What follows belongs to an exercise in optimizing a design on an open flow for small area, a short achievable clock period and few clock cycles per item; a production flow would make more cautious choices.
Function was checked by simulation only, so behaviour that the tests miss may differ from the original.
No activity file was given, so power comes from the tool's default toggle rates.

Design unsigned_nonrestoring, start of the top module:
module unsigned_nonrestoring #(
    parameter int WIDTH = 32
) (
    input logic go,
    input logic[WIDTH-1:0] divisor,
    input logic[WIDTH-1:0] dividend,
    input logic clk, rst,
    output logic done,
    output logic[WIDTH-1:0] quotient,
    output logic[WIDTH-1:0] remainder,
    output logic divide_by_zero
);
For scale: ~950 cells after synthesis, roughly 7800 µm² of cells after synthesis.
export LEC_CHECK = 0
export CAP_MARGIN = 20
export CORE_MARGIN = 2
export CORE_UTILIZATION = 40
export CTS_BUF_LIST = sky130_fd_sc_hd__clkbuf_8
export SETUP_SLACK_MARGIN = 3.0
export SLEW_MARGIN = 20
create_clock -name core_clock -period 6.0 [get_ports {clk}]
standard.sh (not shown) runs the stock make flow with config.mk's settings and CLKGATE_MAP_FILE= SYNTH_SCRIPT=/design/flow/synth_recipe.tcl, a recipe that flattens the netlist after the stock synthesis.
==> flow/flow/run.sh <==
#!/bin/bash
# The standard layout, with the port buffers made from the smallest plain buffer
# (buf_1) instead of the cell buffer_ports picks by itself.
set -euo pipefail
bash standard.sh 'BUFFER_PORTS_ARGS=-buffer_cell sky130_fd_sc_hd__buf_1' finish > make.log 2>&1
Testbench counts at the start, summed over its fixed seeds: cycles 32,890, divisions 3,200.
Then changed:
--- a/flow/config.mk
+++ b/flow/config.mk
@@ -7,0 +8 @@
+export ABC_AREA = 1
@@ -12 +13 @@
-export SETUP_SLACK_MARGIN = 3.0
+export SETUP_SLACK_MARGIN = 3.5
What happened:
- hold slack is worse by 37 ps
- die area is higher by about a fifth
- power increases by a few percent

========
## run 1
Another version of the RTL of unsigned_nonrestoring (not shown whole).
For scale: ~120 flip-flops, ~130 I/O pins.
// unsigned_nonrestoring
module unsigned_nonrestoring #(
    parameter int WIDTH = 32
) (
    input logic go,
    input logic[WIDTH-1:0] divisor,
    input logic[WIDTH-1:0] dividend,
    input logic clk, rst,
    output logic done,
    output logic[WIDTH-1:0] quotient,
    output logic[WIDTH-1:0] remainder,
    output logic divide_by_zero
);
export LEC_CHECK = 0
export ABC_AREA = 1
export CAP_MARGIN = 20
export CORE_MARGIN = 2
export CORE_UTILIZATION = 40
export CTS_BUF_LIST = sky130_fd_sc_hd__clkbuf_8
export CTS_CLUSTER_DIAMETER = 150
export CTS_CLUSTER_SIZE = 30
export SETUP_SLACK_MARGIN = 3.5
export SLEW_MARGIN = 20
create_clock -name core_clock -period 6.0 [get_ports {clk}]
Scripts as last shown in full above: flow/flow/run.sh
Testbench counts of run 1, summed over its fixed seeds: cycles 32,895, divisions 3,200.
> inputs changed (run 1 -> run 2)
- a deleted CTS_CLUSTER_DIAMETER that had been 150
- a deleted CTS_CLUSTER_SIZE that had been 30
==> flow/flow/run.sh <==
#!/bin/bash
# The standard layout, with the port buffers made from the smallest plain buffer
# (buf_1) instead of the cell buffer_ports picks by itself, and no gate cloning in
# timing repair.
set -euo pipefail
bash standard.sh 'BUFFER_PORTS_ARGS=-buffer_cell sky130_fd_sc_hd__buf_1' 'SKIP_GATE_CLONING=1' finish > make.log 2>&1
Delta(global-route total usage across every layer, run 2 - run 1) < 0. The highest-delay cell along the critical path comes out edfxtp_1 in one run and fa_1 in the other, namely in run 1 and run 2 respectively. The final layout from run 1, which completed every stage, passed the timing, design-rule and antenna checks at the end of the flow. Run 2: PASS, flow complete, no timing, DRC or antenna violations. Run 2 vs. run 1: area growth from synthesis to layout increased by 0.32 points relative to the old numbers, utilization barely changed, fraction of layout cells with a size suffix above 1 moved up.
> inputs changed (run 2 -> run 3)
- GPL_ROUTABILITY_DRIVEN newly set to 0
==> flow/flow/run.sh <==
#!/bin/bash
# The standard layout, with the port buffers made from the smallest plain buffer
# (buf_1) instead of the cell buffer_ports picks by itself.
set -euo pipefail
bash standard.sh 'BUFFER_PORTS_ARGS=-buffer_cell sky130_fd_sc_hd__buf_1' finish > make.log 2>&1
Findings:
- Run 2 | stages: all done | timing, DRC, antenna: all pass
- Every stage of the flow completed for run 3, and the final layout passed the timing, design-rule and antenna checks.
- Against run 2, run 3 reports a total length of routed wires that is higher.
- Per the comparison of run 3 with run 2, worst slack on hold paths shows no meaningful change; aggregate global-route resource usage has increased; placed instance count was more or less identical.
- The wire length on met3 reported for run 3 is greater than that of run 2 by 71 microns.
- Looking at arrival time at the worst endpoint, run 3 sits 0.17 ns lower than run 2 does.
- Number of combinational gates with multiple inputs ends up higher on run 3.
- Run 3 ended with less ratio of final minimum period to clock period than run 2.

========
The RTL this note starts from:
==> flow/design.v <==
module unsigned_nonrestoring #(
    parameter int WIDTH = 32
) (
    input logic go,
    input logic[WIDTH-1:0] divisor,
    input logic[WIDTH-1:0] dividend,
    input logic clk, rst,
    output logic done,
    output logic[WIDTH-1:0] quotient,
    output logic[WIDTH-1:0] remainder,
    output logic divide_by_zero
);
logic align_R, iter_R, done_R, dbz_R;
logic [4:0] cnt_R;
logic [31:0] Q_R, R_R, B_R;
logic [5:0] lza_R, lzb_R;
assign done = done_R;
assign divide_by_zero = dbz_R;
assign quotient = Q_R;
assign remainder = R_R;
function automatic logic [5:0] lzc32(input logic [31:0] x);
    logic [15:0] v1; logic [15:0] c1;
    logic [7:0] v2; logic [1:0] c2 [8];
    logic [3:0] v3; logic [2:0] c3 [4];
    logic [1:0] v4; logic [3:0] c4 [2];
    for (int i = 0; i < 16; i++) begin
        v1[i] = x[2*i+1] | x[2*i];
        c1[i] = ~x[2*i+1];
    end
    for (int i = 0; i < 8; i++) begin
        v2[i] = v1[2*i+1] | v1[2*i];
        c2[i] = v1[2*i+1] ? {1'b0, c1[2*i+1]} : {1'b1, c1[2*i]};
    end
    for (int i = 0; i < 4; i++) begin
        v3[i] = v2[2*i+1] | v2[2*i];
        c3[i] = v2[2*i+1] ? {1'b0, c2[2*i+1]} : {1'b1, c2[2*i]};
    end
    for (int i = 0; i < 2; i++) begin
        v4[i] = v3[2*i+1] | v3[2*i];
        c4[i] = v3[2*i+1] ? {1'b0, c3[2*i+1]} : {1'b1, c3[2*i]};
    end
    if (v4[1]) lzc32 = {2'b00, c4[1]};
    else if (v4[0]) lzc32 = {2'b01, c4[0]};
    else lzc32 = 6'd32;
endfunction
logic [6:0] d;
logic [31:0] bsh;
logic bzero, qzero;
always_comb begin
    d = {1'b0, lzb_R} - {1'b0, lza_R};
    bzero = lzb_R[5];
    qzero = d[6];
    bsh = divisor << d[4:0];
end
logic [32:0] diff;
logic qd;
always_comb begin
    diff = {1'b0, R_R} - {1'b0, B_R};
    qd = !diff[32];
end
always_ff @(posedge clk or posedge rst) begin
    if (rst) begin
        align_R <= 1'b0;
        iter_R <= 1'b0;
        done_R <= 1'b0;
        dbz_R <= 1'b0;
    end else begin
        done_R <= 1'b0;
        if (align_R) begin
            align_R <= 1'b0;
            dbz_R <= bzero;
            if (bzero || qzero) done_R <= 1'b1;
            else iter_R <= 1'b1;
        end else if (iter_R) begin
            if (cnt_R == 5'd0) begin
                iter_R <= 1'b0;
                done_R <= 1'b1;
            end
        end else if (go) begin
            align_R <= 1'b1;
        end
    end
end
always_ff @(posedge clk) begin
    lza_R <= lzc32(dividend);
    lzb_R <= lzc32(divisor);
    if (align_R) begin
        B_R <= bsh;
        Q_R <= '0;
        cnt_R <= d[4:0];
    end else begin
        B_R <= {1'b0, B_R[31:1]};
        Q_R <= {Q_R[30:0], qd};
        cnt_R <= cnt_R - 5'd1;
    end
    if (!align_R && !iter_R) R_R <= dividend;
    else if (iter_R && qd) R_R <= diff[31:0];
end
endmodule
clock: 6.0 ns
lec_check: 0
cap_margin: 20
core_margin: 2
core_utilization: 40
setup_slack_margin: 3.0
slew_margin: 20
run.sh (not shown) runs the stock make flow with config.mk's settings and CLKGATE_MAP_FILE= SYNTH_SCRIPT=/design/flow/synth_recipe.tcl, a recipe that flattens the netlist after the stock synthesis.
Stock flow here: none of the scripts above is used.
Testbench counts at the start, summed over its fixed seeds: cycles 32,890, divisions 3,200.
Then changed:
Settings changed: SETUP_SLACK_MARGIN 3.0 to 3.5.
The new run finished clean.
Sequential share of layout area drops by 2.6 points.
Area after synthesis stays the same.
Non-clock buffer count goes up by 33.
Global-route usage rises by 1.0 points.
Total power climbs by 3.9%.
Combinational power increases by 7.5%.
Then changed:
==> flow/flow/run.sh (new file) <==
#!/bin/bash
# The standard layout, with the port buffers made from the smallest plain buffer
# (buf_1) instead of the cell buffer_ports picks by itself.
set -euo pipefail
bash standard.sh 'BUFFER_PORTS_ARGS=-buffer_cell sky130_fd_sc_hd__buf_1' finish > make.log 2>&1
==> flow/standard.sh (new file) <==
#!/bin/bash
# synth_recipe.tcl (not shown) runs the flow's synth.tcl, then flattens the netlist and writes it again
# the make line also repeats each setting of config.mk as NAME=value (left out here)
make -C /OpenROAD-flow-scripts/flow DESIGN_CONFIG=/design/flow/config.mk WORK_HOME=/design/flow/orfs CLKGATE_MAP_FILE= SYNTH_SCRIPT=/design/flow/synth_recipe.tcl "${@:-finish}"
Settings changed: ABC_AREA from default to 1, CTS_BUF_LIST from default to sky130_fd_sc_hd__clkbuf_8.
removed: flow/run.sh
Final area falls by 9.5%.
Wire length rose by 16%.
Register-to-register slack gets better by 0.63 ns.
Via count increases by 23%.
Die area came out higher by 11%.
Synthesized cell count climbs by 47%.
Count of clock-buffer cells in the layout stays the same.
Hold slack degrades by 0.036 ns.
Total power is lower by 8.4%.
Global-route usage rose by 1.9 points.
First-iteration DRC count goes up by 51%.
Then changed:
Settings changed: ABC_AREA 1 to default, CTS_BUF_LIST sky130_fd_sc_hd__clkbuf_8 to default, SETUP_SLACK_MARGIN 3.5 to 3.0.
Flip-flop and latch count is unchanged.
Cell area fell by 8.4%.
Power rose by 2.3%.
Clock power rose by 31%.
Via count fell by 22%.
Worst setup slack degrades by 0.77 ns.
Global-route usage fell by 3.2 points.
Clock-buffer cell count rose by 3.
Maximum frequency fell by 24%.
Routed wire length fell by 22%.

static timing again, ports no longer ideal:
The results above use ideal ports. As a check the final layouts listed here were re-extracted and re-timed, cells and wires unchanged.
Step 1 (the two cells are an assumption about what drives the block):
set clk [get_ports {clk}]
set_driving_cell -lib_cell sky130_fd_sc_hd__clkbuf_16 $clk
set_driving_cell -lib_cell sky130_fd_sc_hd__buf_2 [delete_from_list [all_inputs] $clk]
Step 2 also shifts input and output timing later by t, the mid clock arrival at the registers, as if the neighbouring blocks saw the same clock.
Slacks: no drivers / after step 1 / after step 2; pairs: no drivers / after step 1.
| run | shift t [ns] | setup WS [ns] | hold slack, ns |
|---|---|---|---|
| the first run of note 1 | 0.475 | 3.062 / 3.062 / 2.633 | 0.460 / 0.460 / 0.460 |
| the second run of note 1 | 0.494 | 3.591 / 3.591 / 3.254 | 0.422 / 0.422 / 0.422 |
| run 1 | 0.482 | 3.616 / 3.616 / 3.335 | 0.413 / 0.413 / 0.413 |
| run 2 | 0.477 | 3.596 / 3.596 / 3.343 | 0.414 / 0.414 / 0.414 |
| run 3 | 0.482 | 3.616 / 3.616 / 3.335 | 0.413 / 0.413 / 0.413 |
| the first run of note 3 | 0.463 | 2.869 / 2.869 / 2.664 | 0.457 / 0.457 / 0.457 |
| the second run of note 3 | 0.468 | 2.958 / 2.958 / 2.958 | 0.454 / 0.454 / 0.454 |
| the third run of note 3 | 0.494 | 3.584 / 3.584 / 3.125 | 0.418 / 0.418 / 0.418 |
| the fourth run of note 3 | 0.466 | 2.809 / 2.809 / 2.809 | 0.461 / 0.461 / 0.461 |
After both steps every run listed still meets setup and hold. The setup slack of the third run of note 3, which loses most, moves by 0.000 ns with the drivers and by -0.459 ns with both steps.
